What follows belongs to an exercise in optimizing a design on an open flow for small area, a short achievable clock period and few clock cycles; a production flow would make more cautious choices.
Where RTL was checked, it was by simulation tests only, not by an equivalence proof against the original.
Function not checked in runs 1, 2 and 5 to 7: the RTL went through the layout flow alone.
Power and IR drop assume default switching activity.

--- flow/design.v ---
`timescale 1ns / 1ps
module binary_to_bcd( input clk_in,
                      input [5:0] game_state,
                      input start,
                      input [23:0] binary_in,
                      output logic [31:0] bcd_out,
                      output logic busy
    );
    logic [31:0] R;
    logic [3:0]  t;                   
    wire rst = (game_state == 6'd1);
    logic [31:0] ld;
    logic [3:0]  t0;
    wire [31:0] ldr0 = {binary_in[19:0], 8'h0, binary_in[23:20]};
    wire [31:0] ldr1 = {binary_in[13:0], 8'h0, binary_in[23:14]};
    wire [31:0] ldr2 = {binary_in[7:0], 8'h0, binary_in[23:8]};
    wire [31:0] ldr3 = {binary_in[1:0], 8'h0, binary_in[23:2]};
    logic [3:0] zr, sel;
    function automatic [4:0] fx(input [3:0] v);
        logic ge10;
        ge10 = v[3] & (v[2] | v[1]);
        fx = {ge10, v[3] & !ge10, ge10 ? v[2] & v[1] : v[2], v[1] ^ ge10, v[0]};
    endfunction
    always_comb begin
        zr[0] = 1'b1;
        zr[1] = (binary_in[23:18] == '0);
        zr[2] = (binary_in[23:12] == '0);
        zr[3] = (binary_in[23:6] == '0);
        for (int i = 0; i < 4; i++)
            sel[i] = zr[i] & (i == 3 || !zr[i + 1]);
        ld = '0;
        t0 = '0;
        ld = ld | ({32{sel[0]}} & {ldr0[31:5], fx(binary_in[23:20])});
        t0 = t0 | ({4{sel[0]}} & 4'd2);
        ld = ld | ({32{sel[1]}} & {ldr1[31:5], fx(binary_in[17:14])});
        t0 = t0 | ({4{sel[1]}} & 4'd5);
        ld = ld | ({32{sel[2]}} & {ldr2[31:5], fx(binary_in[11:8])});
        t0 = t0 | ({4{sel[2]}} & 4'd8);
        ld = ld | ({32{sel[3]}} & {ldr3[31:5], fx(binary_in[5:2])});
        t0 = t0 | ({4{sel[3]}} & 4'd11);
    end
    function automatic [4:0] dd(input [3:0] d, input c);
        logic [3:0] s;
        s[3] = d[3] | d[2] & (d[1] | d[0]);
        s[2] = d[2] & !d[1] & !d[0] | d[3] & d[0];
        s[1] = d[1] & !d[2] | d[1] & d[0] | d[3] & !d[0];
        s[0] = !d[0] & (d[3] | d[2] & d[1]) | d[0] & !d[3] & !d[2];
        dd = {s, c};
    endfunction
    function automatic int thr(input int j);
        case (j)
            0: thr = 0;
            1: thr = 0;
            2: thr = 8;
            3: thr = 8;
            4: thr = 16;
            5: thr = 16;
            6: thr = 20;
            default: thr = 0;
        endcase
    endfunction
    logic [31:0] nxt, blk;
    always_comb begin
        logic [32:0] r;
        logic z;
        nxt = R;
        for (int l = 0; l < 2; l++) begin
            r[0] = nxt[31];
            for (int j = 0; j < 7; j++)
                if (2 * int'(t) + l >= thr(j))
                    r[4*j +: 5] = dd(nxt[4*j +: 4], r[4*j]);
                else
                    r[4*j +: 5] = {nxt[4*j +: 4], r[4*j]};
            r[32:29] = nxt[31:28];
            nxt = r[31:0];
        end
        blk = nxt;
        z = (nxt[31:28] == 4'd0);
        blk[31] = z;
        blk[29] = z;
        for (int j = 6; j >= 1; j--) begin
            z = z & (nxt[4*j +: 4] == 4'd0);
            blk[4*j+3] = nxt[4*j+3] | z;
            blk[4*j+1] = nxt[4*j+1] | z;
        end
    end
    wire last = (t == 4'd11);
    logic run;
    always_ff @(posedge clk_in) begin
        if (rst)       busy <= 1'b0;
        else if (busy) busy <= !last;
        else           busy <= start;
    end
    wire         go   = !rst & run;
    wire         hold = !rst & !run & !start;
    wire         load = !rst & !run & start;
    wire [31:0]  Rn   = ({32{go}} & (last ? blk : nxt)) | ({32{hold}} & R) | ({32{load}} & ld);
    always_ff @(posedge clk_in) begin
        t <= run ? t + 1'b1 : t0;
        R <= Rn;
        if (rst)       run <= 1'b0;
        else if (run) run <= !last;
        else           run <= start;
    end
    assign bcd_out = R;
endmodule
--- flow/flow/run.sh ---
#!/bin/bash
# Standard ORFS layout, with plain buf_1 cells as the port buffers.
set -euo pipefail
export BUFFER_PORTS_ARGS="-buffer_cell sky130_fd_sc_hd__buf_1"
bash standard.sh > standard_flow.log 2>&1
--- flow/standard.sh ---
#!/bin/bash
# synth_recipe.tcl (not shown) runs the flow's synth.tcl, then flattens the netlist and writes it again
# the make line also repeats each setting of config.mk as NAME=value (left out here)
make -C /OpenROAD-flow-scripts/flow DESIGN_CONFIG=/design/flow/config.mk WORK_HOME=/design/flow/orfs CLKGATE_MAP_FILE= SYNTH_SCRIPT=/design/flow/synth_recipe.tcl "${@:-finish}"
--- flow/config.mk ---
export PLATFORM = sky130hd
export DESIGN_NAME = binary_to_bcd
export DESIGN_NICKNAME = binary_to_bcd
export VERILOG_FILES = /design/flow/design.v
export SDC_FILE = /design/flow/constraint.sdc
export NUM_CORES = 4
export LEC_CHECK = 0
export ABC_AREA = 1
export CAP_MARGIN = 20
export CORE_MARGIN = 2
export CORE_UTILIZATION = 60
export SETUP_SLACK_MARGIN = 3.5
export SLEW_MARGIN = 20
--- flow/constraint.sdc ---
create_clock -name core_clock -period 6.0 [get_ports {clk_in}]
set_input_delay 1.2000 -clock core_clock [delete_from_list [all_inputs] [get_ports {clk_in}]]
set_output_delay 1.2000 -clock core_clock [all_outputs]
set_load 0.01 [all_outputs]
==> flow_summary.json, run 1 <==
{
  "cpMaxStageDelayCell": "nor2_4",
  "cpPeakStageDelay_ns": 0.19,
  "clk_latency_ns": 0.29,
  "synthSimpleGateAreaFrac": 0.407,
  "ys_seq_area_frac": 0.222,
  "synth_commonest_cells": "nand2_1 (167), inv_1 (88), nand3_1 (62), nor2_1 (56), o21ai_0 (44)",
  "tightest_slew_ns": 0.440,
  "io_buffers": 64,
  "globalplace.congestion": 0.977,
  "fin_tns_setup_ns": 0,
  "timing.final.crit_period_ns": 2.45,
  "wl_per_cell_um": 14.2,
  "status": "no timing/DRC/antenna violations",
  "netlist_top_cells_area": "dfxtp_1 (22%), nand2_1 (18%), inv_1 (9.6%)",
  "grt_antenna_before_repair": 0,
  "yosysWarnings": 2,
  "crit_path_max_fanout": 8,
  "clock_path_buffers": 2,
  "synth_ff_type": "dfxtp_1",
  "fin_skew_ns": 0.00672,
  "synth_top_family_by_area": "simple AND/OR/NAND/NOR gates",
  "grt_pass1_wl_um": 16600,
  "synth_mux_area_frac": 0,
  "ir_drop_mv": 0.330,
  "synth_cell_types": 43,
  "wl_met2_um": 4600,
  "synthArstFlopShare": 0,
  "htree_levels": 2,
  "io_pins": 65,
  "fmax_mhz": 408,
  "finalWirelength_um": 10500,
  "wl_met1_um": 4670,
  "overflow": 0,
  "die_h_um": 79.6,
  "grt_pass1_vias": 3714,
  "drcViolationCount": 0,
  "synth_top_area_share": 0.222,
  "cts.reportedPaths.clkPinSlew_ns": 0.08,
  "fill_cells": 484,
  "core.rowCount": 27,
  "end_kind": "flop",
  "maxCapViolations": 0,
  "min_path_type": "flop to flop",
  "powerDensity_nw_per_um2": 559,
  "grt_use_total": 0.325,
  "synth_fa_ha_area_frac": 0.00730,
  "clockRootBuffer": "clkbuf_8",
  "setup_viol": 0,
  "synth.most_common_cell": "nand2_1",
  "required_ns": 6.24,
  "synth_xor_area_frac": 0.00511,
  "cts.sinks": 38,
  "drt-pass1-iter-count": 5,
  "fin_ws_ns": 3.55,
  "initial_core_util": 0.622,
  "core_um2": 5510,
  "met3_length_um": 846,
  "final_layout_size_suffix_gt1_frac": 0.105,
  "grt_max_degree": 28,
  "cpMostUsedCell": "nand2_1",
  "vias": 4253,
  "area_delta_synth_final_pct": 16.1,
  "path_cells": "clkbuf_2 > inv_1 > nand2_1 > nor3_2 > nand3_2 > buf_8 > nor2_4 > clkinvlp_4 > o22ai_1 > nand2_1 > nand3_1",
  "viasPerCell": 5.76,
  "drtIter0Drc": 368,
  "cts_buffers": 5,
  "cts_tree": "built",
  "cp-start-kind": "primary input",
  "leakagePower_nw": 1.89,
  "synth_nets": 629,
  "ant_nets": 0,
  "syn-cell-area_um2": 3430,
  "yosysTopAreaCell": "dfxtp_1",
  "dieArea_um2": 6330,
  "post-route-period-util": 0.408,
  "report.power.total_w": 0.00222,
  "rsz0062_at_grt": "yes",
  "avgSynthCellArea_um2": 5.76,
  "hold_viol_final": 0,
  "synth-seq-cells": 38,
  "relSlewSlack": 0.705,
  "arrival_ns": 2.69,
  "cts_hold_buf": 0,
  "place_hpwl_um": 7610,
  "synth-compound-area-share": 0.227,
  "die_w_um": 79.6,
  "synth-edff-count": 0,
  "fin_util": 0.722,
  "nNetsFinal": 699,
  "top_layer": "met4",
  "crit_type": "primary input to flop",
  "place_worst_setup_slack_ns": 2.69,
  "synthCells": 595,
  "final-max-slew-violation-count": 0,
  "num_antenna_cells": 0
}
-- state kept, by name, indices dropped and copies added, names as in the netlist --
register / cells
R: 32
busy: 1
run: 1
t: 4
-- cell type report --
cell class	count	area [µm²]	share of cell area
Timing Repair Buffer	77	359	0.0903
Sequential cell	38	764	0.192
Clock inverter	3	40.0	0.0101
Clock buffer	5	68.8	0.0173
Inverter	93	362	0.0909
Tap cell	72	90.1	0.0227
Timing Repair inverter	1	7.51	0.00189
Multi-Input combinational cell	449	2280	0.575
-- critical path: cells and delay by family --
kind / cells / cell delay [ns]
AND/OR/NAND/NOR: 6 / 0.77
buffers and inverters: 4 / 0.53
AO/OA/AOI/OAI: 1 / 0.17
-- routing by layer --
layer  GRT usage  vias to the layer above
met1       0.439                     1874
met3      0.0430                       41
li1            -                     2105
met2       0.521                      233
met5           0                        -
met4       0.133                        0
-- cell families after synthesis --
family | count (synthesis)
buffers and inverters | 108
AND/OR/NAND/NOR | 318
adder cells (fa/ha/maj) | 2
flip-flops | 38
AO/OA/AOI/OAI | 127
XOR/XNOR | 2
-- metrics by stage --
step	hold slack, ns	std cells	instance area [µm²]
CTS	0.463	728	3810
global placement	0.443	719	3680
detailed placement	0.445	719	3680
global route	0.498	738	3980
floorplan	0.456	595	3430
finish	0.458	738	3980
-- worst paths after layout --
kind / from / end / slack (ns) / cells past startpoint
max reg2reg: t[3]$_DFF_P_ / R[7]$_DFF_P_ / 3.81 / 14
max: binary_in[21] / R[19]$_DFF_P_ / 3.55 / 11
min: busy$_SDFF_PP0_ / busy$_SDFF_PP0_ / 0.46 / 1
min reg2reg: busy$_SDFF_PP0_ / busy$_SDFF_PP0_ / 0.46 / 1
-- cells in the final DEF, fill, tap and decap left out, types with 6 or more instances in the layout --
master / synthesis / final
nor2_4: 3 / 6
buf_1: 0 / 63
inv_2: 4 / 6
o211ai_1: 9 / 9
nand3_1: 62 / 61
a22oi_1: 6 / 6
a21oi_1: 26 / 24
a21oi_2: 4 / 6
o21ai_0: 44 / 43
nor2_1: 56 / 53
o22ai_1: 14 / 14
buf_4: 1 / 11
inv_1: 88 / 84
nand2_1: 167 / 166
dfxtp_1: 38 / 37
-- report_power, final --
part	internal (W)	switching (W)
registers	0.000385	0.000174
clock network	0.000122	0.0000951
logic	0.000496	0.000949
total	0.00100	0.00122
-- what timing repair did --
action / in CTS / in global routing
buffers inserted: 1 / 9
pin swaps: 1 / 4
setup endpoints to repair: 29 / 30
gates cloned: 0 / 1
resized for setup: 5 / 21
==> run 2, diff against run 1 <==
--- a/flow/design.v
+++ b/flow/design.v
@@ -86,21 +86,14 @@
     end
     wire last = (t == 4'd11);
-    logic run;
+    wire         hold = !busy & !start;
+    wire         load = !busy & start;
+    wire [31:0]  Rn   = {32{!rst}} & (({32{busy}} & (last ? blk : nxt)) | ({32{hold}} & R) | ({32{load}} & ld));
     always_ff @(posedge clk_in) begin
+        t <= busy ? t + 1'b1 : t0;
+        R <= Rn;
         if (rst)       busy <= 1'b0;
         else if (busy) busy <= !last;
         else           busy <= start;
     end
-    wire         go   = !rst & run;
-    wire         hold = !rst & !run & !start;
-    wire         load = !rst & !run & start;
-    wire [31:0]  Rn   = ({32{go}} & (last ? blk : nxt)) | ({32{hold}} & R) | ({32{load}} & ld);
-    always_ff @(posedge clk_in) begin
-        t <= run ? t + 1'b1 : t0;
-        R <= Rn;
-        if (rst)       run <= 1'b0;
-        else if (run) run <= !last;
-        else           run <= start;
-    end
     assign bcd_out = R;
 endmodule
==> flow_summary.json, run 2 <==
{
  "status": "no timing/DRC/antenna violations",
  "clockRootBuffer": "clkbuf_8",
  "r2r_slack_ns": 3.74,
  "p_comb_frac": 0.686,
  "cts_buffers": 5,
  "mostFrequentLayoutCell": "nand2_1",
  "initial_core_util": 0.626,
  "core_um2": 5540,
  "cts.reportedPaths.clkPinSlew_ns": 0.08,
  "min_to": "R[6]$_DFF_P_",
  "cts.sinks": 37,
  "synth_nets": 648,
  "grt_pass1_wl_um": 17200,
  "viasPerCell": 5.84,
  "cts_hold_buf": 0,
  "finalWirelength_um": 10500,
  "hold_viol_final": 0,
  "end_kind": "flop",
  "netlist_top_cells_area": "dfxtp_1 (21%), nand2_1 (20%), nand3_1 (9.2%)",
  "die_w_um": 80,
  "io_buffers": 64,
  "min_path_type": "flop to flop",
  "power_switching_w": 0.00134,
  "ys_seq_area_frac": 0.214,
  "seqPwrFrac": 0.242,
  "grt_antenna_before_repair": 0,
  "switching_share": 0.561,
  "top_regs": "R (32), t (4), busy (1)",
  "arrival_ns": 2.63,
  "drt-pass1-iter-count": 6,
  "rsz0062_at_grt": "no",
  "top_register": "R",
  "tightest_slew_ns": 0.513,
  "cts_tree": "built",
  "clkPwrFrac": 0.072,
  "fin_skew_ns": 0.00622,
  "io_pins": 65,
  "drtIter0Drc": 467,
  "intPower_w": 0.00105,
  "num_antenna_cells": 0,
  "area_delta_synth_final_pct": 14.3,
  "synthArstFlopShare": 0,
  "fin_tns_setup_ns": 0,
  "setup_viol": 0,
  "drcViolationCount": 0,
  "synth.most_common_cell": "nand2_1",
  "leakagePower_nw": 1.85,
  "htree_levels": 2,
  "dieArea_um2": 6400,
  "required_ns": 6.23,
  "whs_path_depth": 2,
  "synth_ff_type": "dfxtp_1",
  "reg2reg_depth": 14,
  "cp-start-kind": "primary input",
  "clock_path_buffers": 2,
  "globalplace.congestion": 0.997,
  "maxCapViolations": 0,
  "clk_latency_ns": 0.29,
  "vias": 4385,
  "grt_pass1_vias": 3843,
  "synth_top_area_share": 0.214,
  "fin_ws_ns": 3.59,
  "ant_nets": 0,
  "powerDensity_nw_per_um2": 603,
  "synth_cell_types": 45,
  "final_cell_mix": "nand2_1 (180), inv_1 (80), buf_1 (64)",
  "largest_reg_flops": 32,
  "post-route-period-util": 0.401,
  "synth-edff-count": 0,
  "core.rowCount": 27,
  "crit_type": "primary input to flop",
  "ir_drop_mv": 0.356,
  "avgSynthCellArea_um2": 5.64,
  "relSlewSlack": 0.653,
  "r2r_start": "R[20]$_DFF_P_",
  "yosysWarnings": 2,
  "place_worst_setup_slack_ns": 2.80,
  "crit_path_max_fanout": 17,
  "nNetsFinal": 712,
  "die_h_um": 80,
  "worstHoldStart": "R[6]$_DFF_P_",
  "synthCells": 614,
  "wl_per_cell_um": 14.0,
  "r2r-end": "R[21]$_DFF_P_",
  "timing.final.crit_period_ns": 2.41,
  "fmax_mhz": 416,
  "final_layout_size_suffix_gt1_frac": 0.0898,
  "yosysTopAreaCell": "dfxtp_1",
  "grt_max_degree": 34,
  "place_hpwl_um": 8020,
  "synth_commonest_cells": "nand2_1 (181), inv_1 (82), nand3_1 (64), nor2_1 (52), a21oi_1 (48)",
  "overflow": 0,
  "synth-seq-cells": 37,
  "syn-cell-area_um2": 3470,
  "final-max-slew-violation-count": 0,
  "grt_use_total": 0.335
}
-- run 2: power groups by stage --
stage | registers, W | logic [W] | clock network [W]
2_1_floorplan | 0.000570 | 0.00123 | 0
6_report | 0.000579 | 0.00164 | 0.000172
5_1_grt | 0.000600 | 0.00187 | 0.000183
4_1_cts | 0.000578 | 0.00160 | 0.000175
3_5_place_dp | 0.000582 | 0.00159 | 0
3_3_place_gp | 0.000575 | 0.00154 | 0
-- run 2: cell type report --
type,instances,area (µm²)
clock buffer,5,68.8
clock inverter,3,17.5
fill,540,1580
inverter,90,350
multi-input combinational,468,2360
sequential,37,744
tap,72,90.1
timing repair buffer,76,334
-- run 2: worst max-delay path: stages --
cell,delay [ns]
buf_1,0.12
nor2_1,0.21
nand4_4,0.16
inv_8,0.09
buf_6,0.18
nand2_4,0.09
buf_4,0.17
o22ai_1,0.15
a22oi_1,0.10
a21oi_1,0.15
-- run 2: worst max path at each step --
stage	depth (start not counted)	start	end
after floorplan	9	binary_in[23]	R[29]$_DFF_P_
after global placement	11	binary_in[23]	R[1]$_DFF_P_
after detailed placement	11	binary_in[23]	R[1]$_DFF_P_
after CTS	16	t[3]$_DFF_P_	R[5]$_DFF_P_
after global routing	13	binary_in[21]	R[3]$_DFF_P_
final	10	binary_in[23]	R[21]$_DFF_P_
-- run 2: what timing repair did --
action	4_1_cts	5_1_grt
pin swaps	3	2
endpoints found under the setup margin	27	25
buffers inserted	6	2
gates resized for setup	5	11
-- run 2: kinds of logic (layout without fill, tap and decap cells) --
logic type,Yosys count,count (layout),share of synthesized area
simple gates,325,325,0.406
compound gates,140,140,0.245
buf+inv,109,174,0.125
flops,37,37,0.214
fa+ha+maj,2,2,0.00722
xor+xnor,1,1,0.00253
-- run 2: routing by layer --
| layer | up-vias | track usage | share of wire |
|---|---|---|---|
| li1 | 2174 | - | - |
| met5 | - | 0 | 0 |
| met4 | 0 | 0.103 | 0.017 |
| met3 | 17 | 0.0498 | 0.071 |
| met1 | 2008 | 0.437 | 0.43 |
| met2 | 186 | 0.569 | 0.48 |
-- run 2: through the flow --
stage | hold slack, ns | total power [W] | cells | instance area [µm²] | util
finish | 0.517 | 0.00239 | 751 | 3960 | 0.715
global route | 0.538 | 0.00265 | 751 | 3960 | 0.715
CTS | 0.523 | 0.00235 | 749 | 3910 | 0.706
detailed placement | 0.511 | 0.00217 | 735 | 3760 | 0.679
global placement | 0.498 | 0.00211 | 735 | 3760 | 0.679
floorplan | 0.456 | 0.00180 | 614 | 3490 | -
==> run 3, diff against run 2 <==
--- a/flow/design.v
+++ b/flow/design.v
@@ -12,8 +12,8 @@
     logic [31:0] ld;
     logic [3:0]  t0;
-    wire [31:0] ldr0 = {binary_in[19:0], 8'h0, binary_in[23:20]};
-    wire [31:0] ldr1 = {binary_in[13:0], 8'h0, binary_in[23:14]};
-    wire [31:0] ldr2 = {binary_in[7:0], 8'h0, binary_in[23:8]};
-    wire [31:0] ldr3 = {binary_in[1:0], 8'h0, binary_in[23:2]};
+    wire [31:0] ldr0 = {binary_in[19:0], 8'h0, binary_in[23:20]};    
+    wire [31:0] ldr1 = {binary_in[13:0], 8'h0, binary_in[23:14]};    
+    wire [31:0] ldr2 = {binary_in[7:0], 8'h0, binary_in[23:8]};    
+    wire [31:0] ldr3 = {binary_in[1:0], 8'h0, binary_in[23:2]};    
     logic [3:0] zr, sel;
     function automatic [4:0] fx(input [3:0] v);
@@ -86,7 +86,8 @@
     end
     wire last = (t == 4'd11);
-    wire         hold = !busy & !start;
-    wire         load = !busy & start;
-    wire [31:0]  Rn   = {32{!rst}} & (({32{busy}} & (last ? blk : nxt)) | ({32{hold}} & R) | ({32{load}} & ld));
+    wire         go   = !rst & busy;
+    wire         hold = !rst & !busy & !start;
+    wire         load = !rst & !busy & start;
+    wire [31:0]  Rn   = ({32{go}} & (last ? blk : nxt)) | ({32{hold}} & R) | ({32{load}} & ld);
     always_ff @(posedge clk_in) begin
         t <= busy ? t + 1'b1 : t0;
==> flow_summary.json, run 3 <==
{
  "r2r_start": "t[3]$_DFF_P_",
  "critical-path-top-delay-family": "simple AND/OR/NAND/NOR gates",
  "clockRootBuffer": "clkbuf_8",
  "synth_nets": 630,
  "arrival_ns": 2.58,
  "cp_num_buf_inv": 2,
  "timing.final.crit_period_ns": 2.37,
  "io_pins": 65,
  "crit_path_max_fanout": 14,
  "avgSynthCellArea_um2": 5.58,
  "syn-cell-area_um2": 3320,
  "yosysWarnings": 2,
  "path_cells": "buf_1 > nor2_1 > and3_1 > or2_2 > nor2_4 > buf_4 > o21ai_0 > o221ai_1",
  "ys_seq_area_frac": 0.223,
  "core_um2": 5440,
  "drcViolationCount": 0,
  "synth-seq-cells": 37,
  "nNetsFinal": 699,
  "clkPwrFrac": 0.078,
  "seqPwrFrac": 0.246,
  "synth_commonest_cells": "nand2_1 (176), inv_1 (90), nand3_1 (65), nor2_1 (62), o21ai_0 (40)",
  "critPathLaunch": "game_state[3]",
  "wl_met1_um": 4470,
  "cts_tree": "built",
  "min_path_type": "flop to flop",
  "intPower_w": 0.000960,
  "die_w_um": 78.4,
  "cts.reportedPaths.clkPinSlew_ns": 0.07,
  "fin_skew_ns": 0.00462,
  "viasPerCell": 5.72,
  "hold_slack_ns": 0.496,
  "vias": 4219,
  "cp-start-kind": "primary input",
  "post-route-period-util": 0.395,
  "tightest_slew_ns": 0.544,
  "dp.cells": 718,
  "top_register": "R",
  "cts.sinks": 37,
  "synthArstFlopShare": 0,
  "netlist_top_cells_area": "dfxtp_1 (22%), nand2_1 (20%), inv_1 (10%)",
  "globalplace.congestion": 0.999,
  "mostFrequentLayoutCell": "nand2_1",
  "initial_core_util": 0.611,
  "synth_cell_types": 38,
  "grt_pass1_vias": 3674,
  "grt_antenna_before_repair": 0,
  "num_antenna_cells": 0,
  "wl_per_cell_um": 13.9,
  "required_ns": 6.21,
  "grt_pass1_wl_um": 16300,
  "final_cells": 738,
  "cpMaxStageDelayCell": "or2_2",
  "met3_length_um": 872,
  "fin_area_um2": 3840,
  "clk_latency_ns": 0.29,
  "largest_reg_flops": 32,
  "setup_viol": 0,
  "htree_levels": 2,
  "finalWirelength_um": 10200,
  "place_hpwl_um": 7440,
  "clock_path_buffers": 2,
  "io_buffers": 64,
  "end_kind": "flop",
  "wl_met2_um": 4600,
  "hold_viol_final": 0,
  "final-max-slew-violation-count": 0,
  "synth_ff_type": "dfxtp_1",
  "overflow": 0,
  "switching_share": 0.557,
  "p_comb_frac": 0.675,
  "leakagePower_nw": 1.88,
  "dieArea_um2": 6150,
  "drt-pass1-iter-count": 7,
  "powerDensity_nw_per_um2": 565,
  "maxCapViolations": 0,
  "grt_max_degree": 23,
  "final_cell_mix": "nand2_1 (173), inv_1 (85), nand3_1 (64), buf_1 (64), nor2_1 (58)",
  "cpPeakStageDelay_ns": 0.33,
  "status": "no timing/DRC/antenna violations",
  "crit_type": "primary input to flop",
  "worstHoldStart": "R[7]$_DFF_P_",
  "placed_area_um2": 3600,
  "yosysTopAreaCell": "dfxtp_1",
  "power_switching_w": 0.00121,
  "die_h_um": 78.4,
  "grt_use_total": 0.327,
  "final_layout_size_suffix_gt1_frac": 0.0736,
  "fmax_mhz": 422,
  "core.rowCount": 27,
  "rsz0062_at_grt": "no",
  "drtIter0Drc": 345,
  "synthCells": 596,
  "ir_drop_mv": 0.326,
  "cts_buffers": 5,
  "top_regs": "R (32), t (4), busy (1)",
  "relSlewSlack": 0.636,
  "ant_nets": 0,
  "fin_tns_setup_ns": 0,
  "synth-edff-count": 0,
  "area_delta_synth_final_pct": 15.5,
  "top_layer": "met4",
  "synth_top_area_share": 0.223,
  "synth.most_common_cell": "nand2_1"
}
[run 3: cell types whose count changed in the layout (fill, tap and decap cells not counted), sizes merged, moves of 5 or more]
cell and delta:
o221ai +7, nor2 +7, o22ai +5, o21ai +8
a21oi -25, o211ai +8, nand2 -10, a31oi -11
[run 3: cells by family (layout without fill, tap and decap cells)]
logic type | count (synthesis) | after routing | synth area share
compound gates | 123 | 123 | 0.226
buf+inv | 110 | 180 | 0.131
fa+ha+maj | 2 | 2 | 0.00753
flops | 37 | 37 | 0.223
xor+xnor | 1 | 1 | 0.00264
simple gates | 323 | 323 | 0.410
[run 3: power by group through the flow]
stage,clock network (W),registers (W),logic [W]
global placement,0,0.000532,0.00137
global route,0.000178,0.000551,0.00167
detailed placement,0,0.000538,0.00140
floorplan,0,0.000539,0.00107
CTS,0.000169,0.000533,0.00140
finish,0.000170,0.000534,0.00146
[run 3: metrics by stage]
stage | setup slack, ns | power (W) | util
2_1_floorplan | 3.51 | 0.00160 | -
3_3_place_gp | 2.94 | 0.00190 | 0.662
3_5_place_dp | 2.80 | 0.00193 | 0.662
4_1_cts | 3.53 | 0.00211 | 0.685
5_1_grt | 3.52 | 0.00239 | 0.706
6_report | 3.63 | 0.00217 | 0.706
[run 3: repair_timing]
item,CTS,global route
endpoints found under the setup margin,30,26
gates resized for setup,7,13
gates cloned,0,1
setup buffers,2,9
hold buffers,0,0
pin swaps,1,4
[run 3: final cells by class]
type / count / area (µm²)
repair inverters: 1 / 7.51
repair buffers: 78 / 345
clock buffers: 6 / 72.6
well taps: 72 / 90.1
clock inverters: 2 / 10.0
inverters: 93 / 355
fillers: 513 / 1600
multi-input cells: 449 / 2210
flip-flops and latches: 37 / 744
[run 3: layer usage]
layer | up-vias | GRT usage
met4 | 0 | 0.0965
met5 | - | 0
li1 | 2092 | -
met3 | 28 | 0.0517
met1 | 1878 | 0.422
met2 | 221 | 0.561
[run 3: path summary, 6_finish.rpt]
path	to	cells past startpoint	slack (ns)
worst max register to register	R[5]$_DFF_P_	16	3.82
worst min register to register	R[7]$_DFF_P_	2	0.50
worst min-delay path	R[7]$_DFF_P_	2	0.50
worst max-delay path	R[31]$_DFF_P_	8	3.63
[run 3: worst register-to-register path: stages (launching register included)]
cell and delay, ns:
dfxtp_4 0.43, inv_2 0.14, nor2_4 0.25, nor2_1 0.09, inv_1 0.09, nand2_1 0.06, nand2_1 0.09, nand2_1 0.07
nand2_1 0.06, nand2_1 0.06, nor2_1 0.11, nand3_2 0.17, nor2_4 0.18, nand4_1 0.13, nand2_1 0.09, nand2_1 0.05
nand2_1 0.05
Testbench counts of run 3, summed over its fixed seeds: cycles 23,223.
==> run 4, diff against run 3 <==
--- a/flow/design.v
+++ b/flow/design.v
@@ -52,5 +52,5 @@
             0: thr = 0;
             1: thr = 0;
-            2: thr = 8;
+            2: thr = 0;
             3: thr = 8;
             4: thr = 16;
==> flow_summary.json, run 4 <==
{
  "netlist_top_cells_area": "dfxtp_1 (23%), nand2_1 (20%), nand3_1 (11%)",
  "leakagePower_nw": 1.79,
  "core.rowCount": 26,
  "drt-pass1-iter-count": 5,
  "fmax_mhz": 415,
  "intPower_w": 0.000951,
  "place_hpwl_um": 7440,
  "multi_input_area_um2": 2120,
  "top_regs": "R (32), t (4), busy (1)",
  "syn-cell-area_um2": 3230,
  "seqPwrFrac": 0.256,
  "power_switching_w": 0.00114,
  "mostFrequentLayoutCell": "nand2_1",
  "switching_share": 0.546,
  "viasPerCell": 5.62,
  "synth_xor_area_frac": 0.00271,
  "clockRootBuffer": "clkbuf_8",
  "die_w_um": 77.4,
  "end_kind": "flop",
  "rsz0062_at_grt": "yes",
  "wl_per_cell_um": 13.5,
  "maxCapViolations": 0,
  "timing.final.crit_period_ns": 2.41,
  "synth-compound-area-share": 0.214,
  "cts.reportedPaths.clkPinSlew_ns": 0.08,
  "grt_pass1_wl_um": 16000,
  "required_ns": 6.21,
  "crit_type": "primary input to flop",
  "synth_mux_area_frac": 0,
  "setup_viol": 0,
  "fill_cells": 484,
  "fin_util": 0.722,
  "io_pins": 65,
  "r2r_start": "t[3]$_DFF_P_",
  "seqCellArea_um2": 744,
  "initial_core_util": 0.629,
  "status": "no timing/DRC/antenna violations",
  "powerDensity_nw_per_um2": 564,
  "synth_commonest_cells": "nand2_1 (176), inv_1 (88), nand3_1 (70), nor2_1 (55), o21ai_0 (41)",
  "synthArstFlopShare": 0,
  "drcViolationCount": 0,
  "r2r_slack_ns": 3.75,
  "cts_tree": "built",
  "final_layout_size_suffix_gt1_frac": 0.0673,
  "vias": 4072,
  "avgSynthCellArea_um2": 5.52,
  "synth_top_family_by_area": "simple AND/OR/NAND/NOR gates",
  "grt_max_degree": 26,
  "min_path_type": "flop to flop",
  "fin_skew_ns": 0.0102,
  "final_cell_mix": "nand2_1 (173), inv_1 (83), nand3_1 (70)",
  "synth-edff-count": 0,
  "final-max-slew-violation-count": 0,
  "p_comb_frac": 0.634,
  "synth.most_common_cell": "nand2_1",
  "clk_latency_ns": 0.30,
  "relSlewSlack": 0.612,
  "synth-seq-cells": 37,
  "synth_top_area_share": 0.229,
  "synth_cell_types": 34,
  "yosysTopAreaCell": "dfxtp_1",
  "cp-start-kind": "primary input",
  "synth_ff_type": "dfxtp_1",
  "area_delta_synth_final_pct": 14.8,
  "drtIter0Drc": 305,
  "clock_path_buffers": 2,
  "synthCells": 586,
  "synth_fa_ha_area_frac": 0.00774,
  "worstHoldStart": "R[7]$_DFF_P_",
  "crit_path_max_fanout": 9,
  "nNetsFinal": 687,
  "ant_nets": 0,
  "finalWirelength_um": 9770,
  "top_register": "R",
  "fin_tns_setup_ns": 0,
  "tightest_slew_ns": 0.582,
  "cts.sinks": 37,
  "hold_viol_final": 0,
  "dieArea_um2": 5990,
  "clkPwrFrac": 0.111,
  "ys_seq_area_frac": 0.229,
  "post-route-period-util": 0.401,
  "core_um2": 5140,
  "num_antenna_cells": 0,
  "overflow": 0,
  "grt_antenna_before_repair": 0,
  "grt_use_total": 0.322,
  "critPathLaunch": "binary_in[21]",
  "report.power.total_w": 0.00209,
  "yosysWarnings": 2,
  "htree_levels": 2,
  "arrival_ns": 2.62,
  "io_buffers": 64,
  "cts_buffers": 5,
  "synth_nets": 620,
  "synthSimpleGateAreaFrac": 0.423,
  "ir_drop_mv": 0.347,
  "die_h_um": 77.4,
  "grt_pass1_vias": 3683,
  "globalplace.congestion": 0.932,
  "largest_reg_flops": 32
}
## run 4: worst paths after layout
path	end	cells past startpoint
worst max-delay path	R[0]$_DFF_P_	13
worst min-delay path	R[7]$_DFF_P_	2
worst max register to register	R[15]$_DFF_P_	16
worst min register to register	R[7]$_DFF_P_	2
## run 4: power by group through the flow
stage	clock [W]	combinational, W	sequential [W]
floorplan	0	0.000963	0.000535
global placement	0	0.00126	0.000527
detailed placement	0	0.00129	0.000533
CTS	0.000231	0.00130	0.000528
global route	0.000237	0.00151	0.000555
finish	0.000231	0.00133	0.000535
## run 4: cells by family (layout without fill, tap and decap cells)
| family | after synthesis | count (layout) |
|---|---|---|
| simple gates | 325 | 325 |
| xor+xnor | 1 | 1 |
| compound gates | 119 | 119 |
| fa+ha+maj | 2 | 2 |
| flops | 37 | 37 |
| buf+inv | 102 | 170 |
## run 4: layout make-up
| type | count | area share |
|---|---|---|
| inverters | 91 | 0.0934 |
| multi-input cells | 447 | 0.571 |
| flip-flops and latches | 37 | 0.201 |
| clock buffers | 6 | 0.0222 |
| well taps | 70 | 0.0236 |
| clock inverters | 2 | 0.0101 |
| repair buffers | 71 | 0.0789 |
## run 4: timing repair
action | in CTS | in global routing
hold buffers | 0 | 0
pin swaps | 1 | 5
buffers inserted | 1 | 4
resized for setup | 3 | 15
setup endpoints to repair | 18 | 22
## run 4: routing by layer
metal / wire length, µm / part of all wire / global-route usage
met4: 193 / 0.020 / 0.121
met5: 0 / 0 / 0
met2: 4680 / 0.48 / 0.558
met3: 698 / 0.071 / 0.0384
met1: 4200 / 0.43 / 0.409
## run 4: through the flow
step	setup slack, ns	instances	area, µm²	hold WS (ns)
2_1_floorplan	3.51	586	3250	0.486
3_3_place_gp	3.22	711	3530	0.461
3_5_place_dp	3.13	711	3530	0.469
4_1_cts	3.51	720	3660	0.484
5_1_grt	3.47	724	3710	0.517
6_report	3.59	724	3710	0.481
## run 4: worst max-delay path, stage by stage
cell	delay, ns
buf_1	0.09
inv_2	0.09
nand2_2	0.06
nor3_2	0.18
nand2_2	0.11
nor2_4	0.15
buf_4	0.13
nand2_2	0.11
inv_1	0.17
nand2_1	0.07
nand3_1	0.09
nand2_1	0.08
o221ai_1	0.09
Testbench counts of run 4, summed over its fixed seeds: cycles 23,223.
==> run 5, diff against run 4 <==
--- a/flow/design.v
+++ b/flow/design.v
@@ -76,5 +76,5 @@
         end
         blk = nxt;
-        z = (nxt[31:28] == 4'd0);
+        z = !nxt[28];                 
         blk[31] = z;
         blk[29] = z;
@@ -85,5 +85,5 @@
         end
     end
-    wire last = (t == 4'd11);
+    wire last = t[3] & t[1] & t[0];
     wire         go   = !rst & busy;
     wire         hold = !rst & !busy & !start;
==> flow_summary.json, run 5 <==
{
  "yosysTopAreaCell": "dfxtp_1",
  "drcViolationCount": 0,
  "relSlewSlack": 0.682,
  "crit_path_max_fanout": 5,
  "wl_per_cell_um": 13.8,
  "r2r-end": "R[9]$_DFF_P_",
  "power_switching_w": 0.00110,
  "clockRootBuffer": "clkbuf_8",
  "synth-edff-count": 0,
  "powerDensity_nw_per_um2": 511,
  "vias": 4217,
  "io_buffers": 64,
  "synthArstFlopShare": 0,
  "p_comb_frac": 0.643,
  "seqPwrFrac": 0.270,
  "ys_seq_area_frac": 0.228,
  "cpMostUsedCell": "inv_2",
  "critPathLaunch": "binary_in[22]",
  "worstSetupPathDepth": 12,
  "ir_drop_mv": 0.389,
  "r2r_slack_ns": 3.74,
  "final_cells": 726,
  "place_hpwl_um": 7360,
  "nNetsFinal": 689,
  "setup_viol": 0,
  "die_w_um": 77.6,
  "synth_commonest_cells": "nand2_1 (171), inv_1 (83), nand3_1 (61), nor2_1 (47), o21ai_0 (41)",
  "avgSynthCellArea_um2": 5.70,
  "netlist_top_cells_area": "dfxtp_1 (23%), nand2_1 (20%), inv_1 (9.6%)",
  "cts_tree": "built",
  "arrival_ns": 2.71,
  "synth-seq-cells": 37,
  "grt_use_total": 0.319,
  "synth_cell_types": 47,
  "leakagePower_nw": 1.85,
  "top_register": "R",
  "cpPeakStageDelay_ns": 0.21,
  "intPower_w": 0.000890,
  "top_regs": "R (32), t (4), busy (1)",
  "core.rowCount": 26,
  "hold_viol_final": 0,
  "ant_nets": 0,
  "fin_skew_ns": 0.00677,
  "critical-path-top-delay-family": "simple AND/OR/NAND/NOR gates",
  "grt_max_degree": 27,
  "cts_hold_buf": 0,
  "area_delta_synth_final_pct": 19.6,
  "syn-cell-area_um2": 3250,
  "clkPwrFrac": 0.087,
  "switching_share": 0.552,
  "mostFrequentLayoutCell": "nand2_1",
  "clk_latency_ns": 0.30,
  "cts.reportedPaths.clkPinSlew_ns": 0.07,
  "htree_levels": 2,
  "grt_pass1_vias": 3547,
  "grt_pass1_wl_um": 15900,
  "min_path_type": "flop to flop",
  "yosysWarnings": 2,
  "cts.sinks": 37,
  "path_cells": "buf_6 > inv_2 > nand2_4 > nor3_4 > nand3_4 > nor2_4 > inv_2 > nor2_4 > inv_2 > o221ai_1 > a22oi_1 > nand2_1",
  "reg2reg_depth": 14,
  "end_kind": "flop",
  "fin_ws_ns": 3.53,
  "cts_buffers": 5,
  "status": "no timing/DRC/antenna violations",
  "viasPerCell": 5.81,
  "crit_type": "primary input to flop",
  "rsz0062_at_grt": "no",
  "io_pins": 65,
  "fin_tns_setup_ns": 0,
  "fmax_mhz": 404,
  "final-max-slew-violation-count": 0,
  "globalplace.congestion": 0.976,
  "place_worst_setup_slack_ns": 2.72,
  "cp-start-kind": "primary input",
  "required_ns": 6.24,
  "final_cell_mix": "nand2_1 (169), inv_1 (76), buf_1 (62)",
  "dieArea_um2": 6030,
  "drt-pass1-iter-count": 6,
  "synth_nets": 605,
  "die_h_um": 77.6,
  "drtIter0Drc": 373,
  "tightest_slew_ns": 0.472,
  "synth_ff_type": "dfxtp_1",
  "cp-endpoint": "R[30]$_DFF_P_",
  "cpMaxStageDelayCell": "nor2_4",
  "initial_core_util": 0.629,
  "num_antenna_cells": 0,
  "largest_reg_flops": 32,
  "r2r_start": "t[3]$_DFF_P_",
  "post-route-period-util": 0.412,
  "dp.cells": 695,
  "synth_top_area_share": 0.228,
  "final_layout_size_suffix_gt1_frac": 0.116,
  "finalWirelength_um": 10000,
  "maxCapViolations": 0,
  "overflow": 0,
  "core_um2": 5170,
  "synthCells": 571,
  "timing.final.crit_period_ns": 2.47,
  "clock_path_buffers": 2,
  "cp_num_buf_inv": 4,
  "grt_antenna_before_repair": 0,
  "synth.most_common_cell": "nand2_1"
}
==> run 5: changes by cell type after synthesis, sizes merged, moves of 3 or more <==
cell	change
nand3	-8
a22oi	-3
o21ai	+7
nor2	-7
o221ai	+6
o211ai	-3
nand2	-4
a21oi	-8
==> run 5: layout make-up <==
class                   count  area [µm²]
flip-flops and latches     37         744
clock buffers               6        72.6
repair buffers             89         447
inverters                  90         362
multi-input cells         432        2170
fillers                   441        1280
well taps                  70        87.6
clock inverters             2        10.0
==> run 5: worst register-to-register path: cells and delay by family (launching register included) <==
kind,cells,cell delay [ns]
flip-flops,1,0.50
AO/OA/AOI/OAI,3,0.47
buffers and inverters,2,0.17
AND/OR/NAND/NOR,9,1.07
==> run 5: power groups by stage <==
stage | clock (W) | combinational [W] | sequential (W)
detailed placement | 0 | 0.00123 | 0.000532
global placement | 0 | 0.00119 | 0.000530
CTS | 0.000174 | 0.00124 | 0.000529
floorplan | 0 | 0.000922 | 0.000529
finish | 0.000172 | 0.00128 | 0.000537
global route | 0.000183 | 0.00144 | 0.000552
==> run 5: how the worst min path moves through the flow <==
stage,from,endpoint,slack [ns],cells past startpoint
after floorplan,t[0]$_DFF_P_,t[0]$_DFF_P_,0.46,1
after global placement,R[28]$_DFF_P_,R[30]$_DFF_P_,0.47,2
after detailed placement,R[7]$_DFF_P_,R[7]$_DFF_P_,0.48,2
after CTS,R[7]$_DFF_P_,R[7]$_DFF_P_,0.49,2
after global routing,R[7]$_DFF_P_,R[7]$_DFF_P_,0.51,2
final,R[7]$_DFF_P_,R[7]$_DFF_P_,0.49,2
==> run 5: what timing repair did <==
item	CTS	global route
endpoints found under the setup margin	31	24
setup buffers	6	17
gates resized for setup	9	23
hold endpoints to repair	0	0
pin swaps	2	7
==> run 5: logic make-up (layout without fill, tap and decap cells) <==
| kind of cell | count (synthesis) | count (layout) | share of synthesized area |
|---|---|---|---|
| AND/OR/NAND/NOR | 304 | 304 | 0.404 |
| AO/OA/AOI/OAI | 124 | 124 | 0.229 |
| buffers and inverters | 102 | 187 | 0.126 |
| flip-flops | 37 | 37 | 0.228 |
| adder cells (fa/ha/maj) | 2 | 2 | 0.00769 |
| XOR/XNOR | 2 | 2 | 0.00538 |
==> run 5: metal layers <==
layer  part of all wire  vias up  wire length, µm  global-route usage
met5                  0        -                0                   0
met4              0.021        0              214              0.0661
met3              0.088       40              881              0.0419
met2               0.46      246             4580               0.534
met1               0.43     1869             4360               0.438
li1                   -     2062                -                   -
==> run 5: metrics by stage <==
stage                     hold slack (ns)  cell area (µm²)  power, W   util
final                               0.491             3890   0.00199  0.753
after global placement              0.473             3540   0.00172  0.685
after floorplan                     0.456             3260   0.00145      -
after CTS                           0.494             3700   0.00194  0.716
after detailed placement            0.482             3540   0.00176  0.685
after global routing                0.506             3890   0.00218  0.753
==> run 6, diff against run 5 <==
--- a/flow/design.v
+++ b/flow/design.v
@@ -13,8 +13,9 @@
     logic [3:0]  t0;
     wire [31:0] ldr0 = {binary_in[19:0], 8'h0, binary_in[23:20]};    
-    wire [31:0] ldr1 = {binary_in[13:0], 8'h0, binary_in[23:14]};    
-    wire [31:0] ldr2 = {binary_in[7:0], 8'h0, binary_in[23:8]};    
-    wire [31:0] ldr3 = {binary_in[1:0], 8'h0, binary_in[23:2]};    
-    logic [3:0] zr, sel;
+    wire [31:0] ldr1 = {binary_in[15:0], 8'h0, binary_in[23:16]};    
+    wire [31:0] ldr2 = {binary_in[11:0], 8'h0, binary_in[23:12]};    
+    wire [31:0] ldr3 = {binary_in[7:0], 8'h0, binary_in[23:8]};    
+    wire [31:0] ldr4 = {binary_in[1:0], 8'h0, binary_in[23:2]};    
+    logic [4:0] zr, sel;
     function automatic [4:0] fx(input [3:0] v);
         logic ge10;
@@ -24,19 +25,22 @@
     always_comb begin
         zr[0] = 1'b1;
-        zr[1] = (binary_in[23:18] == '0);
-        zr[2] = (binary_in[23:12] == '0);
-        zr[3] = (binary_in[23:6] == '0);
-        for (int i = 0; i < 4; i++)
-            sel[i] = zr[i] & (i == 3 || !zr[i + 1]);
+        zr[1] = (binary_in[23:20] == '0);
+        zr[2] = (binary_in[23:16] == '0);
+        zr[3] = (binary_in[23:12] == '0);
+        zr[4] = (binary_in[23:6] == '0);
+        for (int i = 0; i < 5; i++)
+            sel[i] = zr[i] & (i == 4 || !zr[i + 1]);
         ld = '0;
         t0 = '0;
         ld = ld | ({32{sel[0]}} & {ldr0[31:5], fx(binary_in[23:20])});
         t0 = t0 | ({4{sel[0]}} & 4'd2);
-        ld = ld | ({32{sel[1]}} & {ldr1[31:5], fx(binary_in[17:14])});
-        t0 = t0 | ({4{sel[1]}} & 4'd5);
-        ld = ld | ({32{sel[2]}} & {ldr2[31:5], fx(binary_in[11:8])});
-        t0 = t0 | ({4{sel[2]}} & 4'd8);
-        ld = ld | ({32{sel[3]}} & {ldr3[31:5], fx(binary_in[5:2])});
-        t0 = t0 | ({4{sel[3]}} & 4'd11);
+        ld = ld | ({32{sel[1]}} & {ldr1[31:5], fx(binary_in[19:16])});
+        t0 = t0 | ({4{sel[1]}} & 4'd4);
+        ld = ld | ({32{sel[2]}} & {ldr2[31:5], fx(binary_in[15:12])});
+        t0 = t0 | ({4{sel[2]}} & 4'd6);
+        ld = ld | ({32{sel[3]}} & {ldr3[31:5], fx(binary_in[11:8])});
+        t0 = t0 | ({4{sel[3]}} & 4'd8);
+        ld = ld | ({32{sel[4]}} & {ldr4[31:5], fx(binary_in[5:2])});
+        t0 = t0 | ({4{sel[4]}} & 4'd11);
     end
     function automatic [4:0] dd(input [3:0] d, input c);
@@ -52,5 +56,5 @@
             0: thr = 0;
             1: thr = 0;
-            2: thr = 0;
+            2: thr = 8;
             3: thr = 8;
             4: thr = 16;
@@ -76,5 +80,5 @@
         end
         blk = nxt;
-        z = !nxt[28];                 
+        z = (nxt[31:28] == 4'd0);
         blk[31] = z;
         blk[29] = z;
@@ -85,5 +89,5 @@
         end
     end
-    wire last = t[3] & t[1] & t[0];
+    wire last = (t == 4'd11);
     wire         go   = !rst & busy;
     wire         hold = !rst & !busy & !start;
==> flow_summary.json, run 6 <==
{
  "status": "no timing/DRC/antenna violations",
  "area_delta_synth_final_pct": 13.7,
  "ant_nets": 0,
  "final_cell_mix": "nand2_1 (199), inv_1 (75), buf_1 (64)",
  "final-max-slew-violation-count": 0,
  "top_regs": "R (32), t (4), busy (1)",
  "ir_drop_mv": 0.407,
  "cpPeakStageDelay_ns": 0.25,
  "path_cells": "buf_1 > nor2_4 > nand3_4 > nor2_4 > inv_2 > nor2_4 > nand2_2 > o221ai_1 > nand2_1 > o211ai_1",
  "synth.most_common_cell": "nand2_1",
  "power_switching_w": 0.00127,
  "cts.reportedPaths.clkPinSlew_ns": 0.08,
  "fin_skew_ns": 0.00848,
  "top_register": "R",
  "synth_top_area_share": 0.214,
  "clockRootBuffer": "clkbuf_8",
  "io_buffers": 64,
  "relSlewSlack": 0.669,
  "report.power.total_w": 0.00225,
  "viasPerCell": 5.82,
  "cts.sinks": 37,
  "syn-cell-area_um2": 3580,
  "fin_util": 0.695,
  "cts_tree": "built",
  "dieArea_um2": 6600,
  "yosysTopAreaCell": "nand2_1",
  "synth-edff-count": 0,
  "timing.final.crit_period_ns": 2.44,
  "synth_nets": 665,
  "clkPwrFrac": 0.084,
  "p_comb_frac": 0.672,
  "grt_antenna_before_repair": 0,
  "synthArstFlopShare": 0,
  "worstHoldStart": "R[7]$_DFF_P_",
  "vias": 4492,
  "hold_slack_ns": 0.485,
  "die_h_um": 81.2,
  "clk_latency_ns": 0.29,
  "crit_path_max_fanout": 8,
  "clock_path_buffers": 2,
  "post-route-period-util": 0.406,
  "synth-seq-cells": 37,
  "initial_core_util": 0.612,
  "cpMostUsedCell": "nor2_4",
  "drt-pass1-iter-count": 5,
  "placed_area_um2": 3820,
  "cp-start-kind": "primary input",
  "intPower_w": 0.000981,
  "die_w_um": 81.2,
  "arrival_ns": 2.66,
  "largest_reg_flops": 32,
  "num_antenna_cells": 0,
  "netlist_top_cells_area": "nand2_1 (21%), dfxtp_1 (21%), nand3_1 (8.8%)",
  "powerDensity_nw_per_um2": 554,
  "cpMaxStageDelayCell": "o221ai_1",
  "globalplace.congestion": 1.02,
  "end_kind": "flop",
  "drcViolationCount": 0,
  "drtIter0Drc": 354,
  "switching_share": 0.565,
  "io_pins": 65,
  "core_um2": 5850,
  "fin_area_um2": 4070,
  "required_ns": 6.22,
  "leakagePower_nw": 1.94,
  "mostFrequentLayoutCell": "nand2_1",
  "htree_levels": 2,
  "avgSynthCellArea_um2": 5.67,
  "crit_type": "primary input to flop",
  "setup_viol": 0,
  "cp_num_buf_inv": 2,
  "fin_tns_setup_ns": 0,
  "rsz0062_at_grt": "yes",
  "r2r_start": "t[3]$_DFF_P_",
  "cts_hold_buf": 0,
  "finalWirelength_um": 11000,
  "place_hpwl_um": 8240,
  "fmax_mhz": 411,
  "overflow": 0,
  "synth_ff_type": "dfxtp_1",
  "critical-path-top-delay-family": "simple AND/OR/NAND/NOR gates",
  "seqPwrFrac": 0.245,
  "critPathLaunch": "binary_in[17]",
  "grt_use_total": 0.329,
  "cts_buffers": 5,
  "core.rowCount": 28,
  "final_layout_size_suffix_gt1_frac": 0.112,
  "grt_pass1_wl_um": 17000,
  "grt_max_degree": 28,
  "synth_commonest_cells": "nand2_1 (204), inv_1 (77), nand3_1 (63), nor2_1 (49), dfxtp_1 (37)",
  "tightest_slew_ns": 0.496,
  "synth_cell_types": 41,
  "yosysWarnings": 2,
  "min_path_type": "flop to flop",
  "grt_pass1_vias": 3735,
  "hold_viol_final": 0,
  "maxCapViolations": 0,
  "ys_seq_area_frac": 0.207,
  "nNetsFinal": 730,
  "synthCells": 631,
  "wl_per_cell_um": 14.3
}
## run 6: through the flow
step,worst slack (ns),std cells
2_1_floorplan,3.52,631
3_3_place_gp,2.78,757
3_5_place_dp,2.71,757
4_1_cts,3.52,766
5_1_grt,3.48,772
6_report,3.56,772
## run 6: power groups by stage
stage          logic, W  clock network, W  registers [W]
2_1_floorplan   0.00114                 0       0.000547
3_3_place_gp    0.00141                 0       0.000543
3_5_place_dp    0.00145                 0       0.000549
4_1_cts         0.00147          0.000188       0.000546
5_1_grt         0.00172          0.000200       0.000571
6_report        0.00151          0.000189       0.000551
## run 6: final timing paths
path	to	slack, ns	cells after the start
min	R[7]$_DFF_P_	0.49	2
max	R[30]$_DFF_P_	3.56	10
min reg2reg	R[7]$_DFF_P_	0.49	2
max reg2reg	R[7]$_DFF_P_	3.84	13
## run 6: logic make-up (layout without fill, tap and decap cells)
family,after synthesis,after routing,synth area share
xor gates and xnor gates,3,3,0.00734
and+or+nand+nor,355,355,0.433
DFF,37,37,0.207
adders and majority gates,2,2,0.00699
AOI/OAI and AO/OA,125,125,0.217
buffers and inverters,109,175,0.129
## run 6: routing by layer
metal	track usage	wire [µm]	up-vias
met5	0	0	-
met3	0.0344	874	29
li1	-	-	2209
met4	0.117	349	0
met2	0.547	4970	229
met1	0.441	4820	2025
## run 6: worst min-delay path: cells and delay by family (launching register included)
family	cells	cell delay (ns)
simple gates	2	0.11
flops	1	0.34
## run 6: final cells by class
class / count / area (µm²)
Timing Repair inverter: 1 / 7.51
Inverter: 94 / 365
Sequential cell: 37 / 744
Multi-Input combinational cell: 485 / 2460
Clock buffer: 6 / 82.6
Tap cell: 75 / 93.8
Timing Repair Buffer: 72 / 300
Fill cell: 552 / 1780
Clock inverter: 2 / 13.8
## run 6: timing repair
item / CTS / global route
endpoints found under the setup margin: 34 / 24
gates cloned: 1 / 0
gates resized for setup: 16 / 8
buffers inserted: 0 / 6
pin swaps: 0 / 4
==> run 7, diff against run 6 <==
==> flow/design.v (replaced) <==
`timescale 1ns / 1ps
module binary_to_bcd( input clk_in,
                      input [5:0] game_state,
                      input start,
                      input [23:0] binary_in,
                      output logic [31:0] bcd_out,
                      output logic busy
    );
    logic [29:0] R;
    logic [3:0]  t;                   
    wire rst = (game_state == 6'd1);
    logic [29:0] ld;
    logic [3:0]  t0;
    wire [29:0] ldr0 = {binary_in[19:0], 6'h0, binary_in[23:20]};    
    wire [29:0] ldr1 = {binary_in[13:0], 6'h0, binary_in[23:14]};    
    wire [29:0] ldr2 = {binary_in[7:0], 6'h0, binary_in[23:8]};    
    wire [29:0] ldr3 = {binary_in[1:0], 6'h0, binary_in[23:2]};    
    logic [3:0] zr, sel;
    function automatic [4:0] fx(input [3:0] v);
        logic ge10;
        ge10 = v[3] & (v[2] | v[1]);
        fx = {ge10, v[3] & !ge10, ge10 ? v[2] & v[1] : v[2], v[1] ^ ge10, v[0]};
    endfunction
    always_comb begin
        zr[0] = 1'b1;
        zr[1] = (binary_in[23:18] == '0);
        zr[2] = (binary_in[23:12] == '0);
        zr[3] = (binary_in[23:6] == '0);
        for (int i = 0; i < 4; i++)
            sel[i] = zr[i] & (i == 3 || !zr[i + 1]);
        ld = '0;
        t0 = '0;
        ld = ld | ({30{sel[0]}} & {ldr0[29:5], fx(binary_in[23:20])});
        t0 = t0 | ({4{sel[0]}} & 4'd2);
        ld = ld | ({30{sel[1]}} & {ldr1[29:5], fx(binary_in[17:14])});
        t0 = t0 | ({4{sel[1]}} & 4'd5);
        ld = ld | ({30{sel[2]}} & {ldr2[29:5], fx(binary_in[11:8])});
        t0 = t0 | ({4{sel[2]}} & 4'd8);
        ld = ld | ({30{sel[3]}} & {ldr3[29:5], fx(binary_in[5:2])});
        t0 = t0 | ({4{sel[3]}} & 4'd11);
    end
    function automatic [4:0] dd(input [3:0] d, input c);
        logic [3:0] s;
        s[3] = d[3] | d[2] & (d[1] | d[0]);
        s[2] = d[2] & !d[1] & !d[0] | d[3] & d[0];
        s[1] = d[1] & !d[2] | d[1] & d[0] | d[3] & !d[0];
        s[0] = !d[0] & (d[3] | d[2] & d[1]) | d[0] & !d[3] & !d[2];
        dd = {s, c};
    endfunction
    function automatic int thr(input int j);
        case (j)
            0: thr = 0;
            1: thr = 0;
            2: thr = 8;
            3: thr = 12;
            4: thr = 16;
            5: thr = 18;
            6: thr = 22;
            default: thr = 0;
        endcase
    endfunction
    logic [29:0] nxt, blk;
    always_comb begin
        logic [30:0] r;
        logic z;
        nxt = R;
        for (int l = 0; l < 2; l++) begin
            r[0] = nxt[29];
            for (int j = 0; j < 7; j++)
                if (2 * int'(t) + l >= thr(j))
                    r[4*j +: 5] = dd(nxt[4*j +: 4], r[4*j]);
                else
                    r[4*j +: 5] = {nxt[4*j +: 4], r[4*j]};
            r[30:29] = nxt[29:28];
            nxt = r[29:0];
        end
        blk = nxt;
        z = (nxt[29:28] == 2'd0);
        blk[29] = z;
        for (int j = 6; j >= 1; j--) begin
            z = z & (nxt[4*j +: 4] == 4'd0);
            blk[4*j+3] = nxt[4*j+3] | z;
            blk[4*j+1] = nxt[4*j+1] | z;
        end
    end
    wire last = (t == 4'd11);
    wire         go   = !rst & busy;
    wire         hold = !rst & !busy & !start;
    wire         load = !rst & !busy & start;
    wire [31:0]  Rn   = ({32{go}} & (last ? blk : nxt)) | ({32{hold}} & R) | ({32{load}} & ld);
    always_ff @(posedge clk_in) begin
        t <= busy ? t + 1'b1 : t0;
        R <= Rn;
        if (rst)       busy <= 1'b0;
        else if (busy) busy <= !last;
        else           busy <= start;
    end
    assign bcd_out = {R[29], 1'b0, R[29:0]};
endmodule
==> flow_summary.json, run 7 <==
{
  "min_to": "R[7]$_DFF_P_",
  "arrival_ns": 2.66,
  "relSlewSlack": 0.633,
  "final_cell_mix": "nand2_1 (179), inv_1 (81), nand3_1 (63)",
  "drt-pass1-iter-count": 6,
  "cp-start-kind": "primary input",
  "crit_type": "primary input to flop",
  "grt_max_degree": 18,
  "hold_viol_final": 0,
  "reg2reg_depth": 15,
  "htree_levels": 2,
  "overflow": 0,
  "mostFrequentLayoutCell": "nand2_1",
  "final_cells": 743,
  "synth.most_common_cell": "nand2_1",
  "ys_seq_area_frac": 0.211,
  "yosysTopAreaCell": "dfxtp_1",
  "wl_per_cell_um": 14.1,
  "whs_path_depth": 2,
  "synth-seq-cells": 35,
  "grt_antenna_before_repair": 0,
  "synth_cell_types": 45,
  "cp_num_buf_inv": 4,
  "fin_util": 0.724,
  "num_antenna_cells": 0,
  "worstHoldStart": "R[7]$_DFF_P_",
  "ir_drop_mv": 0.325,
  "r2r_slack_ns": 3.70,
  "largest_reg_flops": 30,
  "end_kind": "flop",
  "syn-cell-area_um2": 3320,
  "synth_nets": 628,
  "drtIter0Drc": 282,
  "vias": 4274,
  "area_delta_synth_final_pct": 18.6,
  "netlist_top_cells_area": "dfxtp_1 (21%), nand2_1 (21%), inv_1 (9.7%)",
  "top_register": "R",
  "tightest_slew_ns": 0.543,
  "critical-path-top-delay-family": "buffers and inverters",
  "cpMaxStageDelayCell": "nor2_4",
  "nNetsFinal": 705,
  "dp.cells": 718,
  "r2r-end": "R[13]$_DFF_P_",
  "synth-edff-count": 0,
  "cts.reportedPaths.clkPinSlew_ns": 0.07,
  "grt_pass1_vias": 3585,
  "crit_path_max_fanout": 7,
  "min_path_type": "flop to flop",
  "ant_nets": 0,
  "drcViolationCount": 0,
  "synth_top_area_share": 0.211,
  "post-route-period-util": 0.406,
  "cts_hold_buf": 0,
  "rsz0062_at_grt": "yes",
  "cts_buffers": 5,
  "cpPeakStageDelay_ns": 0.26,
  "final_layout_size_suffix_gt1_frac": 0.112,
  "fmax_mhz": 411,
  "setup_viol": 0,
  "cts.sinks": 35,
  "core_um2": 5440,
  "cts_tree": "built",
  "clockRootBuffer": "clkbuf_8",
  "fin_skew_ns": 0.00274,
  "globalplace.congestion": 0.992,
  "synthCells": 593,
  "fin_tns_setup_ns": 0,
  "die_h_um": 78.4,
  "timing.final.crit_period_ns": 2.43,
  "die_w_um": 78.4,
  "required_ns": 6.23,
  "io_buffers": 63,
  "r2r_start": "t[0]$_DFF_P_",
  "clk_latency_ns": 0.28,
  "dieArea_um2": 6140,
  "hold_slack_ns": 0.483,
  "core.rowCount": 27,
  "initial_core_util": 0.610,
  "grt_pass1_wl_um": 16500,
  "yosysWarnings": 2,
  "avgSynthCellArea_um2": 5.60,
  "place_hpwl_um": 7890,
  "final-max-slew-violation-count": 0,
  "synth_ff_type": "dfxtp_1",
  "powerDensity_nw_per_um2": 552,
  "finalWirelength_um": 10500,
  "viasPerCell": 5.75,
  "synth_commonest_cells": "nand2_1 (182), inv_1 (86), nand3_1 (64), nor2_1 (54), o21ai_0 (46)",
  "fill_cells": 513,
  "grt_use_total": 0.334,
  "status": "no timing/DRC/antenna violations",
  "top_regs": "R (30), t (4), busy (1)",
  "synthArstFlopShare": 0,
  "clock_path_buffers": 2,
  "io_pins": 65,
  "leakagePower_nw": 1.88,
  "maxCapViolations": 0,
  "path_cells": "buf_1 > inv_1 > nand4_1 > inv_1 > nor2_4 > clkinvlp_4 > o21ai_0 > o21ai_0 > nand3_1"
}
## run 7: cell count changes after synthesis, sizes merged, moves of 3 or more
cell	previous run	this run
buf	8	4
nand2	213	187
nand3	68	65
nand4	4	8
nor3	5	1
o211ai	9	6
o21ai	46	52
o221ai	12	6
o22ai	13	10
## run 7: through the flow
step,setup slack (ns),total power (W),instance area [µm²]
after floorplan,3.48,0.00155,3320
after global placement,2.71,0.00185,3600
after detailed placement,2.63,0.00189,3600
after CTS,3.50,0.00210,3780
after global routing,3.43,0.00239,3940
final,3.57,0.00217,3940
## run 7: kinds of logic (layout without fill, tap and decap cells)
| kind of cell | after synthesis | in the layout | share of synthesized area |
|---|---|---|---|
| AND/OR/NAND/NOR | 327 | 327 | 0.421 |
| other | 1 | 1 | 0.00113 |
| XOR/XNOR | 1 | 1 | 0.00264 |
| flip-flops | 35 | 35 | 0.211 |
| adder cells (fa/ha/maj) | 3 | 3 | 0.0113 |
| buffers and inverters | 104 | 182 | 0.123 |
| AO/OA/AOI/OAI | 122 | 122 | 0.230 |
## run 7: report_power, final
group / internal, W / switching, W
Clock: 0.000105 / 0.0000853
Sequential: 0.000358 / 0.000173
Combinational: 0.000489 / 0.000962
Total: 0.000952 / 0.00122
## run 7: what timing repair did
| action | CTS | global route |
|---|---|---|
| pin swaps | 3 | 19 |
| endpoints found under the setup margin | 26 | 26 |
| buffers inserted | 6 | 9 |
| resized for setup | 6 | 39 |
| cloned | 1 | 1 |
## run 7: layout make-up
class	instances	area, µm²	area share
inverters	92	359	0.0912
multi-input cells	454	2280	0.580
flip-flops and latches	35	707	0.180
well taps	72	90.1	0.0229
repair inverters	2	15.0	0.00381
repair buffers	80	383	0.0973
clock buffers	8	100	0.0254
## run 7: worst max-delay path by stage
stage	startpoint	endpoint	cells past startpoint
final	binary_in[17]	R[23]$_DFF_P_	9
after detailed placement	binary_in[21]	R[24]$_DFF_P_	8
after floorplan	binary_in[21]	R[3]$_DFF_P_	12
after CTS	binary_in[21]	R[28]$_DFF_P_	9
after global routing	binary_in[22]	R[3]$_DFF_P_	14
after global placement	binary_in[21]	R[23]$_DFF_P_	8
## run 7: tightest hold or removal path: stages (launching register included)
cell and delay (ns):
dfxtp_1 0.33, nand2_1 0.07, nand2_1 0.04
## run 7: metal layers
layer / GRT usage / vias up / wire length (µm)
met1: 0.459 / 1922 / 4710
met5: 0 / - / 0
met2: 0.545 / 213 / 4660
met4: 0.114 / 0 / 299
met3: 0.0368 / 29 / 804
li1: - / 2110 / -

-- afterwards: timing with drivers on the ports --
The results above use ideal ports. As a check the final layouts listed here were re-extracted and re-timed, cells and wires unchanged.
Step 1 assumes that a clkbuf_16 drives the clock port and a buf_2 every other input.
Step 2 also shifts input and output timing later by t, the mid clock arrival at the registers, as if the neighbouring blocks saw the same clock.
a / b / c = ideal ports / drivers / drivers and shift; a / b = the first two.
run | t (ns) | setup WS [ns] | hold WS [ns]
run 1 | 0.317 | 3.551 / 3.558 / 3.241 | 0.458 / 0.458 / 0.458
run 2 | 0.320 | 3.594 / 3.605 / 3.285 | 0.517 / 0.517 / 0.517
run 3 | 0.319 | 3.630 / 3.637 / 3.319 | 0.496 / 0.496 / 0.496
run 4 | 0.323 | 3.592 / 3.601 / 3.278 | 0.481 / 0.481 / 0.481
run 5 | 0.318 | 3.527 / 3.516 / 3.198 | 0.491 / 0.491 / 0.491
run 6 | 0.318 | 3.564 / 3.572 / 3.254 | 0.485 / 0.485 / 0.485
run 7 | 0.314 | 3.566 / 3.570 / 3.256 | 0.483 / 0.483 / 0.483
After both steps setup and hold are still met in every run listed. The setup slack of run 5, which loses most, moves by -0.011 ns with the drivers and by -0.329 ns with both steps.
